What follows belongs to an exercise in optimizing a design on an open flow for small area, a short achievable clock period and few clock cycles; a production flow would make more cautious choices.
No functional check of the RTL was part of any run shown here.
No activity file was given, so power comes from the tool's default toggle rates.

==> flow/design.v (outline; a module is shown in full before it is edited, if it fits) <==
// module multipler_16x16: 14 lines
// module multipler_top: 1733 lines
module multipler_top #(
    parameter integer DATA_LENGTH       = 64,
    parameter integer BLOCK_LENGTH      = 16,
    parameter integer LENGTH            = 16
) (
    input  logic                        clk_i,
    input  logic                        rst_ni,
    input  logic                        start_i,
    output logic                        busy_o,
    output logic                        finish_o,
    input  logic [DATA_LENGTH-1:0]      indata_a_i,
    input  logic [DATA_LENGTH-1:0]      indata_b_i,
    output logic [DATA_LENGTH*2-1:0]    outdata_r_o
);
  // ...
==> flow/flow/run.sh <==
#!/bin/bash
set -euo pipefail
{
  echo "include $(pwd)/config.mk"
  cat flow/extra.mk
} > extra_config.mk
sed "s#DESIGN_CONFIG=[^ ]*#DESIGN_CONFIG=$(pwd)/extra_config.mk#" standard.sh > standard_extra.sh
bash standard_extra.sh > standard.log 2>&1
==> flow/flow/extra.mk <==
export SETUP_SLACK_MARGIN = 7
export BUFFER_PORTS_ARGS = -buffer_cell sky130_fd_sc_hd__buf_1
==> flow/standard.sh <==
#!/bin/bash
# synth_recipe.tcl (not shown) runs the flow's synth.tcl, then flattens the netlist and writes it again
# the make line also repeats each setting of config.mk as NAME=value (left out here)
make -C /OpenROAD-flow-scripts/flow DESIGN_CONFIG=/design/flow/config.mk WORK_HOME=/design/flow/orfs CLKGATE_MAP_FILE= SYNTH_SCRIPT=/design/flow/synth_recipe.tcl "${@:-finish}"
==> flow/config.mk <==
export PLATFORM = sky130hd
export DESIGN_NAME = multipler_top
export DESIGN_NICKNAME = multipler_top
export VERILOG_FILES = /design/flow/design.v
export SDC_FILE = /design/flow/constraint.sdc
export NUM_CORES = 4
export LEC_CHECK = 0
export CAP_MARGIN = 20
export CORE_MARGIN = 2
export CORE_UTILIZATION = 45
export SLEW_MARGIN = 20
==> flow/constraint.sdc <==
create_clock -name core_clock -period 10.0 [get_ports {clk_i}]
set_input_delay 2.0000 -clock core_clock [delete_from_list [all_inputs] [get_ports {clk_i}]]
set_output_delay 2.0000 -clock core_clock [all_outputs]
set_load 0.01 [all_outputs]
==> reports/metrics.yaml, run 1 <==
floorplanning:
  initial_core_util: 0.454
  dieArea_mm2: 0.0499
  die_h_um: 223
  io_pins: 261
clocking:
  cts_tree: "done"
  clock-sinks: 289
  ctsResizeCount: 462
  hold_buffers: 0
timing:
  setup_viol: 0
  hold_violations: 0
  fmax_mhz: 269
  setup_ws_ns: 6.28
  finalSetupTns_ns: 0
  worstMarginPinSlew_ns: 1.07
synth:
  yosys.area_share.simple: 0.0993
  synth_edf_count: 64
  syn_area_mm2: 0.0216
  synth_top_family_by_area: "adder cells"
  ys_seq_area_frac: 0.297
pwr:
  powerDensity_mw_per_mm2: 294
  clockPowerShare: 0.172
  powerSeq_mw: 1.91
  power_mw: 7.92
global_route:
  grt_usage: 0.242
  antenna_found_initial: 1
  grt_pass1_vias: 16988
cells_and_area:
  largest_reg_flops: 66
  post-route-util: 0.565
  stdcell_count: 3116
  fillers: 4153
  multi_input_area_mm2: 0.0136
  seq_cells: 289
placement:
  port_buffers: 260
critical_path:
  cp.depth: 15
  critPathLaunchType: "flop"
  critical_path.cell_chain: "inv_2, fa_2, inv_2, fa_2, a211oi_2, o211a_1, or3_4, a2111oi_4, buf_4, o211ai_4, a21oi_4, a41oi_2, nor2_2, fa_1, mux2_4"
  r2r-end: "outdata_r_o[124]"
  reg2reg_depth: 15
run_status:
  status: "timing/DRC/antenna clean"
flow_run:
  cap_violations: 0
worst_hold_path:
  min_to: "b_q[10]"
detailed_routing:
  via_count: 16646
  wl_met1_um: 27200
==> inputs of run 2 (changes only) <==
--- a/flow/design.v
+++ b/flow/design.v
@@ -75,19 +75,21 @@
 wire [65:0] pp0 = {pos_q[0], ~(((a_x1 & {65{one_q[0]}}) | (a_x2 & {65{two_q[0]}})) ^ {65{pos_q[0]}})};
 wire [65:0] pp1 = {pos_q[1], ~(((a_x1 & {65{one_q[1]}}) | (a_x2 & {65{two_q[1]}})) ^ {65{pos_q[1]}})};
 wire [65:0] pp2 = {pos_q[2], ~(((a_x1 & {65{one_q[2]}}) | (a_x2 & {65{two_q[2]}})) ^ {65{pos_q[2]}})};
 wire [R-1:0] cb;
 assign cb[0] = 1'b1;
 assign cb[1] = (cnt_q <= 4'd9);
 assign cb[2] = (cnt_q <= 4'd9);
 wire [M-1:0] s_g = s_q & {M{~first}};
-wire [M-1:0] c_g = c_q & {M{~first}};
+wire [M-1:0] c_g = {c_q[M-2:0], 1'b0} & {M{~first}};
 wire [W-1:0] csa_s;
 wire [W-1:0] csa_c;
+wire [W-1:0] csa_p = csa_s ^ csa_c;
+wire [W-1:0] csa_h = csa_s & csa_c;
 wire hs1, hc2, hs3, hc4, fs5, fc6, hs7, hc8, fs9, fc10, hs11, hc12, fs13, fc14, hs15, hc16, fs17, fc18, hs19, hc20, fs21, fc22, hs23, hc24, fs25, fc26, hs27, hc28, fs29, fc30, hs31, hc32, fs33, fc34, hs35, hc36, fs37, fc38, hs39, hc40, fs41, fc42, hs43, hc44, fs45, fc46, hs47, hc48, fs49, fc50, hs51, hc52, fs53, fc54, hs55, hc56, fs57, fc58, hs59, hc60, fs61, fc62, hs63, hc64, fs65, fc66, hs67, hc68, fs69, fc70, hs71, hc72, fs73, fc74, hs75, hc76, fs77, fc78, hs79, hc80, fs81, fc82, hs83, hc84, fs85, fc86, hs87, hc88, fs89, fc90, hs91, hc92, fs93, fc94, hs95, hc96, fs97, fc98, hs99, hc100, fs101, fc102, hs103, hc104, fs105, fc106, hs107, hc108, fs109, fc110, hs111, hc112, fs113, fc114, hs115, hc116, fs117, fc118, hs119, hc120, fs121, fc122, hs123, hc124, fs125, fc126, hs127, hc128, fs129, fc130, hs131, hc132, fs133, fc134, hs135, hc136, fs137, fc138, hs139, hc140, fs141, fc142, hs143, hc144, fs145, fc146, hs147, hc148, fs149, fc150, hs151, hc152, fs153, fc154, hs155, hc156, fs157, fc158, hs159, hc160, fs161, fc162, hs163, hc164, fs165, fc166, hs167, hc168, fs169, fc170, hs171, hc172, fs173, fc174, hs175, hc176, fs177, fc178, hs179, hc180, fs181, fc182, hs183, hc184, fs185, fc186, hs187, hc188, fs189, fc190, hs191, hc192, fs193, fc194, hs195, hc196, fs197, fc198, hs199, hc200, fs201, fc202, hs203, hc204, fs205, fc206, hs207, hc208, fs209, fc210, hs211, hc212, fs213, fc214, hs215, hc216, fs217, fc218, hs219, hc220, fs221, fc222, hs223, hc224, fs225, fc226, hs227, hc228, fs229, fc230, hs231, hc232, fs233, fc234, hs235, hc236, fs237, fc238, hs239, hc240, fs241, fc242, hs243, hc244, fs245, fc246, hs247, hc248, fs249, fc250, fs251, fc252, fs253, fc254, hs255, hc256, hs257, hc258, hs259, hc260, fs261, fc262, fs263, fc264, fs265, fc266, fs267, fc268, fs269, fc270, fs271, fc272, fs273, fc274, fs275, fc276, fs277, fc278, fs279, fc280, fs281, fc282, fs283, fc284, fs285, fc286, fs287, fc288, fs289, fc290, fs291, fc292, fs293, fc294, fs295, fc296, fs297, fc298, fs299, fc300, fs301, fc302, fs303, fc304, fs305, fc306, fs307, fc308, fs309, fc310, fs311, fc312, fs313, fc314, fs315, fc316, fs317, fc318, fs319, fc320, fs321, fc322, fs323, fc324, fs325, fc326, fs327, fc328, fs329, fc330, fs331, fc332, fs333, fc334, fs335, fc336, fs337, fc338, fs339, fc340, fs341, fc342, fs343, fc344, fs345, fc346, fs347, fc348, fs349, fc350, fs351, fc352, fs353, fc354, fs355, fc356, fs357, fc358, fs359, fc360, fs361, fc362, fs363, fc364, fs365, fc366, fs367, fc368, fs369, fc370, fs371, fc372, fs373, fc374, fs375, fc376, fs377, fc378, fs379, fc380, fs381, fc382, fs383, fc384, fs385, fc386, fs387, fc388, fs389, fc390, fs391, fc392, hs393, hc394, fs395, fc396, fs397, fc398, fs399, fc400, fs401, fc402, fs403, fc404, fs405, fc406, fs407, fc408, fs409, fc410, fs411, fc412, fs413, fc414, fs415, fc416, fs417, fc418, fs419, fc420, fs421, fc422, fs423, fc424, fs425, fc426, fs427, fc428, fs429, fc430, fs431, fc432, fs433, fc434, fs435, fc436, fs437, fc438, fs439, fc440, fs441, fc442, fs443, fc444, fs445, fc446, fs447, fc448, fs449, fc450, fs451, fc452, fs453, fc454, fs455, fc456, fs457, fc458, fs459, fc460, fs461, fc462, fs463, fc464, fs465, fc466, fs467, fc468, fs469, fc470, fs471, fc472, fs473, fc474, fs475, fc476, fs477, fc478, fs479, fc480, fs481, fc482, fs483, fc484, fs485, fc486, fs487, fc488, fs489, fc490, fs491, fc492, fs493, fc494, fs495, fc496, fs497, fc498, fs499, fc500, fs501, fc502, fs503, fc504, fs505, fc506, fs507, fc508, fs509, fc510, fs511, fc512, fs513, fc514, fs515, fc516, fs517, fc518, fs519, fc520, fs521, fc522, fs523, fc524, fs525, fc526, fs527, fc528, fs529, fc530;
 assign hs1 = pp0[2] ^ pp1[0];
 assign hc2 = pp0[2] & pp1[0];
 assign hs3 = pp0[3] ^ pp1[1];
 assign hc4 = pp0[3] & pp1[1];
 assign fs5 = pp0[4] ^ pp1[2] ^ pp2[0];
 assign fc6 = (pp0[4] & pp1[2]) | (pp0[4] & pp2[0]) | (pp1[2] & pp2[0]);
 assign hs7 = neg[2] ^ s_g[4];
@@ -758,18 +760,18 @@
 assign csa_c[70] = 1'b0;
 assign csa_s[71] = 1'b0;
 assign csa_c[71] = 1'b0;
 assign csa_s[72] = 1'b0;
 assign csa_c[72] = 1'b0;
 wire [67:0] full_sum;
 wire low_cy;
 wire [67:0] pa_p0, pa_g0;
-assign pa_p0 = {s_q[61:0], ls_q} ^ {c_q[61:0], lc_q};
-assign pa_g0 = {s_q[61:0], ls_q} & {c_q[61:0], lc_q};
+assign pa_p0 = {s_q[61:0], ls_q};
+assign pa_g0 = {c_q[61:0], lc_q};
 wire [67:0] pa_G_0, pa_P_0;
 assign pa_G_0 = {pa_g0[67:1], pa_g0[0] | (pa_p0[0] & cy_q)};
 assign pa_P_0 = pa_p0;
 wire [67:0] pa_G_1, pa_P_1;
 assign pa_G_1[0] = pa_G_0[0];
 assign pa_P_1[0] = pa_P_0[0];
 assign pa_G_1[1] = pa_G_0[1] | (pa_P_0[1] & pa_G_0[0]);
 assign pa_P_1[1] = pa_P_0[1] & pa_P_0[0];
@@ -1730,18 +1732,18 @@
 assign full_sum = pa_p0 ^ {pa_G_7[66:0], cy_q};
 assign low_cy = pa_G_7[5];
 always_ff @(posedge clk_i) begin
     a_q   <= st_idle ? indata_a_i : a_q;
     b_q   <= st_idle ? {{(NK-64){1'b0}}, indata_b_i} : {full_sum[K-1:0], b_q[NK-1:K]};
     one_q <= st_idle ? one_in : one_nx;
     two_q <= st_idle ? two_in : two_nx;
     pos_q <= st_idle ? ~neg_in : ~neg_nx;
-    s_q   <= st_cpa ? {{(M-62){1'b0}}, full_sum[67:K]} : csa_s[W-1:K];
-    c_q   <= csa_c[W-1:K];
-    ls_q  <= csa_s[K-1:0];
-    lc_q  <= csa_c[K-1:0];
+    s_q   <= st_cpa ? {{(M-62){1'b0}}, full_sum[67:K]} : csa_p[W-1:K];
+    c_q   <= csa_h[W-1:K];
+    ls_q  <= csa_p[K-1:0];
+    lc_q  <= csa_h[K-1:0];
     cy_q  <= st_run & ~first & low_cy;
 end
 assign busy_o      = busy_q;
 assign finish_o    = st_fin;
 assign outdata_r_o = {s_q[61:0], b_q};
 endmodule
==> flow/flow/extra.mk (replaced) <==
export SETUP_SLACK_MARGIN = 6.5
export BUFFER_PORTS_ARGS = -buffer_cell sky130_fd_sc_hd__buf_1
==> run 2 against run 1 <==
Net effect:
- combinational power fell by 11%
- non-clock buffer count down 59
- count of clock-buffer cells in the layout shrank 10
- utilization is 4.4 points lower
==> reports/metrics.yaml, run 2 <==
placement:
  dp.cells: 2675
  dp_hpwl_um: 37500
  place_area_mm2: 0.0221
  place_ws_ns: 5.82
  port_buffers: 260  # unchanged
  gp_congestion: 0.832
timing:
  finalSetupTns_ns: 0  # unchanged
  setup_viol: 0  # unchanged
  setup_ws_ns: 6.61  # +0.329 ns
  period_minus_slack_ns: 3.39
  relSlewSlack: 0.329
  fmax_mhz: 295  # +9.7%
  skew_ns: 0.0161
  hold_violations: 0  # unchanged
  rsz0062_at_grt: "true"
  min_period_over_period: 0.339
  worstMarginPinSlew_ns: 1.01  # -0.0661 ns
  maxSlewViolCount: 0
synth:
  ys_async_sr_fraction: 0
  ys_seq_area_frac: 0.304  # +0.00734
  synth_edf_count: 64  # unchanged
  netlist.area_leader.share: 0.213
  muxShareOfSynthArea: 0.0561
  ys_top_cells_by_count: "dfxtp_1, xnor2_1, fa_1"
  synthXorXnorAreaFrac: 0.101
  yosysTopAreaCell: "dfxtp_1"
  synth-seq-cells: 288
  yosys.area_share.simple: 0.0785  # -0.0209
  synth_compound_area_frac: 0.120
  synth_flop_cell: "dfxtp_1"
  synth_most_common_cell: "dfxtp_1"
  synth_top_family_by_area: "adder cells"
  syn_area_mm2: 0.0211  # -2.7%
  synthTopCellsByArea: "dfxtp_1, fa_1, edfxtp_1"
  synthesis.nets: 2422
  synthAdderAreaFrac: 0.273
  synth_cell_types: 77
  netlist_instances: 1948
  yosysWarnings: 1
  synth_area_per_cell_um2: 10.8
detailed_routing:
  ant_nets: 0
  drt_iter0_drc: 1112
  wl_per_cell_um: 19.7
  drt-total-wl_um: 54600
  via_per_inst: 5.34
  drt_first_pass_iters: 5
  via_count: 14834  # -11%
  drc_errors: 0
critical_path:
  crit_end: "outdata_r_o[114]"
  startpoint: "cnt_q[0]"
  r2r-start: "cnt_q[0]"
  cp.required_ns: 10.45
  cp_max_fo: 26
  arrival_ns: 3.84
  r2r-end: "outdata_r_o[114]"
  reg2reg_depth: 12  # -3
  crit_type: "flop to flop"
  critPathLaunchType: "flop"
  endpoint_kind: "flop"
  r2r_slack_ns: 6.61
floorplanning:
  core-area_mm2: 0.0464
  dieArea_mm2: 0.0485  # -2.7%
  initial_core_util: 0.454  # about the same
  io_pins: 261  # unchanged
  die_h_um: 220  # -1.3%
  num_rows: 79
  die_x_um: 220
cells_and_area:
  regMostFlops: "b_q"
  syn2layout_area_growth_pct: 14.7
  final_common_cell: "buf_1"
  largest_reg_flops: 66  # unchanged
  layout_common_cells: "buf_1, xnor2_1, dfxtp_1"
  post-route-util: 0.521  # -0.0440
  top_regs: "b_q (66), a_q (64), c_q (64)"
  stdcell_area_mm2: 0.0241
  final_nets: 2618
  stdcell_count: 2779  # -11%
  n_antenna_cell: 0
  drive_above_1_share: 0.125
clocking:
  clockBufferDepth: 3
  cts_tree: "done"
  clock-sinks: 288  # -0.35%
  clock_latency_ns: 0.56
  clk_pin_slew_ns: 0.06
  cts_buffers: 36
  hold_buffers: 0  # unchanged
  h-tree-depth: 2
  clock_tree.root_cell: "clkbuf_16"
pwr:
  p_comb_frac: 0.555
  clockPowerShare: 0.187  # +0.015
  p_int_mw: 4.37
  ir_worst_vdd_v: 0.000173
  powerDensity_mw_per_mm2: 306  # +4.1%
  p_seq_frac: 0.258
  sw_frac_of_total: 0.409
  p_switching_mw: 3.03
  p_leak_nw: 10.3
worst_hold_path:
  hold_class: "flop to flop"
  holdPathStages: 1
flow_run:
  cap_violations: 0  # unchanged
global_route:
  grt_max_degree: 88
  grt_pass1_vias: 15051  # -11%
  gr-total-overflow: 0
  grt_usage: 0.219  # -0.0228
  antenna_found_initial: 0  # -1
  grt_pass1_wl_um: 83300
run_status:
  status: "timing/DRC/antenna clean"
[run 2: worst min-delay path by stage]
stage | start | to | slack (ns)
finish | cnt_q[0] | cnt_q[0] | 0.46
global route | cnt_q[0] | cnt_q[0] | 0.48
CTS | cnt_q[0] | cnt_q[0] | 0.46
detailed placement | b_q[43] | b_q[37] | 0.47
global placement | cnt_q[0] | cnt_q[0] | 0.46
floorplan | cnt_q[0] | cnt_q[0] | 0.44
[run 2: kinds of logic (layout without fill, tap and decap cells)]
kind of cell	Yosys count	in the layout
AOI/OAI and AO/OA	347	347
adders and majority gates	343	343
buffers and inverters	317	541
and+or+nand+nor	305	305
DFF	288	288
xor gates and xnor gates	243	243
muxes	105	105
[run 2: critical path, stage by stage, from the launching register on]
cell	delay, ns
dfxtp_2	0.34
inv_1	0.08
ha_1	0.21
nand2_4	0.09
buf_12	0.17
buf_16	0.16
and2_1	0.17
ha_1	0.31
fa_1	0.54
fa_1	0.43
ha_1	0.29
a22o_1	0.23
a211o_1	0.26
[run 2: metal layers]
layer  track usage  routed length [µm]
met1         0.304               24600
met4        0.0622                1170
met2         0.350               25500
met3        0.0389                3350
met5             0                   0
[run 2: per-stage QoR]
step           total power [mW]  hold WS, ns
2_1_floorplan              4.93        0.445
3_3_place_gp               5.88        0.460
3_5_place_dp               5.93        0.467
4_1_cts                    7.42        0.458
5_1_grt                    8.14        0.481
6_report                   7.39        0.457
[run 2: cell type report]
cell class                      instances  area (µm²)
Fill cell                            4145       22200
Clock inverter                         23         303
Sequential cell                       288        6430
Timing Repair Buffer                  315        1750
Clock buffer                           43         977
Tap cell                              607         759
Multi-Input combinational cell       1343       13300
Inverter                              160         606
[run 2: what timing repair did]
action | 4_1_cts | 5_1_grt
buffers inserted | 10 | 20
cloned | 3 | 5
setup endpoints to repair | 76 | 23
pin swaps | 4 | 7
resized for setup | 36 | 20
endpoints found under the hold margin | 0 | 0
[run 2: power by group through the flow]
stage          registers (mW)  clock network, mW  logic, mW
3_3_place_gp             1.93                  0       3.96
2_1_floorplan            1.80                  0       3.13
4_1_cts                  1.91               1.41       4.10
3_5_place_dp             1.93                  0       4.00
5_1_grt                  1.95               1.46       4.73
6_report                 1.91               1.38       4.11
==> inputs of run 3 (changes only) <==
--- a/flow/config.mk
+++ b/flow/config.mk
@@ -9,3 +9,4 @@
 export CORE_MARGIN = 2
-export CORE_UTILIZATION = 45
+export CORE_UTILIZATION = 55
+export PLACE_DENSITY = 0.65
 export SLEW_MARGIN = 20
==> run 3 against run 2 <==
Net effect:
- final cell count shrank 3.6%
- first-iteration DRC count up 4.9%
- largest power group unchanged
- sequential power about the same
==> reports/metrics.yaml, run 3 <==
clocking:
  clk_pin_slew_ns: 0.06  # about the same
  h-tree-depth: 2  # unchanged
  clock_latency_ns: 0.56  # about the same
  clock_tree.root_cell: "clkbuf_16"
  clockBufferDepth: 3  # unchanged
  cts_buffers: 35  # -2.8%
  clock-sinks: 288  # unchanged
  cts_tree: "done"
worst_hold_path:
  hold_class: "flop to flop"
  min_to: "b_q[35]"
  holdPathStages: 1  # unchanged
  worstHoldStart: "b_q[41]"
synth:
  synth-seq-cells: 288  # unchanged
  netlist.area_leader.share: 0.213  # unchanged
  synth_area_per_cell_um2: 10.8  # unchanged
  synth_most_common_cell: "dfxtp_1"
  netlist_instances: 1948  # unchanged
  synth_flop_cell: "dfxtp_1"
  ys_async_sr_fraction: 0  # unchanged
  synth_cell_types: 77  # unchanged
  yosysTopAreaCell: "dfxtp_1"
  syn_area_mm2: 0.0211  # unchanged
  ys_seq_area_frac: 0.304  # unchanged
  yosysWarnings: 1  # unchanged
  ys_top_cells_by_count: "dfxtp_1, xnor2_1, fa_1"
  synthTopCellsByArea: "dfxtp_1, fa_1, edfxtp_1"
  synthesis.nets: 2422  # unchanged
  synth_edf_count: 64  # unchanged
critical_path:
  r2r-start: "one_q[2]"
  cp_max_fo: 16  # -38%
  r2r_slack_ns: 6.58  # -0.02 ns
  r2r-end: "outdata_r_o[114]"
  endpoint_kind: "flop"
  cp.required_ns: 10.44  # about the same
  crit_path_frequent_cell: "fa_1"
  reg2reg_depth: 10  # -2
  startpoint: "one_q[2]"
  cp_slowest_cell: "fa_1"
  crit_type: "flop to flop"
  critPathLaunchType: "flop"
  critical_path_buf_inv_count: 2  # -1
  critPathMaxStageDelay_ns: 0.56  # +0.02 ns
  arrival_ns: 3.86  # +0.02 ns
  critical_path.cell_chain: "buf_12, a22oi_1, xnor2_1, fa_1, inv_1, fa_1, fa_1, ha_1, a22o_1, a211o_1"
  crit_family: "adder cells"
cells_and_area:
  fillers: 3137  # -24%
  syn2layout_area_growth_pct: 13.1
  top_regs: "b_q (66), a_q (64), c_q (64)"
  multi_input_area_mm2: 0.0133  # about the same
  n_antenna_cell: 0  # unchanged
  largest_reg_flops: 66  # unchanged
  layout_common_cells: "buf_1, xnor2_1, dfxtp_1"
  final_nets: 2616  # -0.076%
  register_area_mm2: 0.00643  # about the same
  final_common_cell: "buf_1"
  drive_above_1_share: 0.119  # -0.00623
  regMostFlops: "b_q"
placement:
  port_buffers: 260  # unchanged
  place_ws_ns: 5.99  # +0.164 ns
  gp_congestion: 0.850  # +2.1%
  dp_hpwl_um: 36500  # -2.8%
detailed_routing:
  via_per_inst: 5.61  # +5.2%
  via_count: 15037  # +1.4%
  drt_first_pass_iters: 6  # +1
  wl_per_cell_um: 19.7  # +0.24%
  drt-total-wl_um: 52800  # -3.4%
  drc_errors: 0  # unchanged
  drt_iter0_drc: 1166  # +4.9%
  ant_nets: 0  # unchanged
global_route:
  antenna_found_initial: 0  # unchanged
  grt_pass1_vias: 15066  # +0.10%
  grt_max_degree: 118  # +34%
  grt_pass1_wl_um: 81000  # -2.7%
  gr-total-overflow: 0  # unchanged
  grt_usage: 0.261  # +0.0420
timing:
  rsz0062_at_grt: "false"
  setup_ws_ns: 6.58  # -0.0247 ns
  hold_violations: 0  # unchanged
  setup_viol: 0  # unchanged
  maxSlewViolCount: 0  # unchanged
  fmax_mhz: 293  # -0.72%
  skew_ns: 0.0229  # +0.00680 ns
  relSlewSlack: 0.378  # +0.0490
  period_minus_slack_ns: 3.42  # +0.0247 ns
  min_period_over_period: 0.342  # +0.00247
  finalSetupTns_ns: 0  # unchanged
  worstMarginPinSlew_ns: 0.933  # -0.0735 ns
pwr:
  powerDensity_mw_per_mm2: 309  # +0.86%
  ir_worst_vdd_v: 0.000160  # -7.4%
  power_mw: 7.36  # -0.52%
  p_leak_nw: 10.2  # -0.97%
floorplanning:
  die_x_um: 200  # -9.4%
  io_pins: 261  # unchanged
  die_h_um: 200  # -9.4%
  core-area_mm2: 0.0377  # -19%
  dieArea_mm2: 0.0399  # -18%
  num_rows: 71  # -10%
  initial_core_util: 0.559  # +0.105
run_status:
  status: "timing/DRC/antenna clean"
flow_run:
  cap_violations: 0  # unchanged
run 3: cell counts after synthesis:
Identical to the previous run, type by type.
run 3: area by class of cell:
cell class,count,area share
clock buffers,46,0.0407
clock inverters,17,0.00956
inverters,160,0.0254
multi-input cells,1343,0.559
flip-flops and latches,288,0.270
well taps,511,0.0269
repair buffers,313,0.0682
repair inverters,1,0.000315
run 3: metrics by stage:
stage               instance area [µm²]   util  hold slack (ns)  instances
floorplan                         21100      -            0.445       1948
global route                      23800  0.632            0.493       2679
finish                            23800  0.632            0.479       2679
detailed placement                22000  0.583            0.469       2576
CTS                               23400  0.621            0.480       2649
global placement                  22000  0.583            0.461       2576
run 3: worst reg2reg max path, stage by stage, from the launching register on:
cell and delay, ns:
dfxtp_2 0.47, buf_12 0.21, a22oi_1 0.13, xnor2_1 0.17
fa_1 0.56, inv_1 0.05, fa_1 0.46, fa_1 0.50
ha_1 0.29, a22o_1 0.23, a211o_1 0.25
run 3: what timing repair did:
action | in CTS | in global routing
setup endpoints to repair | 68 | 28
gates cloned | 0 | 5
hold buffers | 0 | 0
resized for setup | 26 | 25
pin swaps | 2 | 8
setup buffers | 10 | 25
run 3: report_power, final:
group          total, mW  internal (mW)  switching [mW]
logic               4.11           2.01            2.10
registers           1.90           1.54           0.370
clock network       1.34          0.817           0.526
run 3: cell families after synthesis:
family / share of synthesized area
adders and majority gates: 0.273
buffers and inverters: 0.0676
xor gates and xnor gates: 0.101
DFF: 0.304
and+or+nand+nor: 0.0785
AOI/OAI and AO/OA: 0.120
muxes: 0.0561
run 3: how the worst max path moves through the flow:
stage | end | slack, ns | cells past startpoint
floorplan | outdata_r_o[114] | 6.50 | 10
global placement | outdata_r_o[114] | 6.04 | 10
detailed placement | outdata_r_o[114] | 5.99 | 10
CTS | outdata_r_o[114] | 6.46 | 9
global route | outdata_r_o[112] | 6.46 | 13
finish | outdata_r_o[114] | 6.58 | 10
run 3: layer usage:
layer / track usage / up-vias / part of all wire
li1: - / 6995 / -
met3: 0.0429 / 84 / 0.065
met4: 0.0829 / 0 / 0.024
met1: 0.367 / 7419 / 0.45
met2: 0.412 / 539 / 0.46
met5: 0 / - / 0

==> what the ideal ports hide <==
The flow's constraints put no driver on any port. The routed layouts listed below were extracted and timed again, unchanged, in two steps. Step 1: set_driving_cell puts a clkbuf_16 on clk_i and a buf_2 on each other input, an assumption about the parent block. Step 2 adds t to the input delays and takes it off the output delays; t is the mean of the earliest and latest rising clock arrival at the registers after step 1. Input paths then give back, and output paths get back, about the clock's delay inside the block. a / b / c = ideal ports / drivers / drivers and shift; a / b = the first two.
| run | t, ns | setup slack, ns | slew at the worst register clock pin (ns) |
|---|---|---|---|
| run 1 | 0.615 | 6.277 / 6.277 / 6.277 | 0.06 / 0.06 |
| run 2 | 0.609 | 6.606 / 6.606 / 6.606 | 0.07 / 0.07 |
| run 3 | 0.601 | 6.581 / 6.581 / 6.581 | 0.06 / 0.06 |
After both steps setup and hold are still met in every run listed.
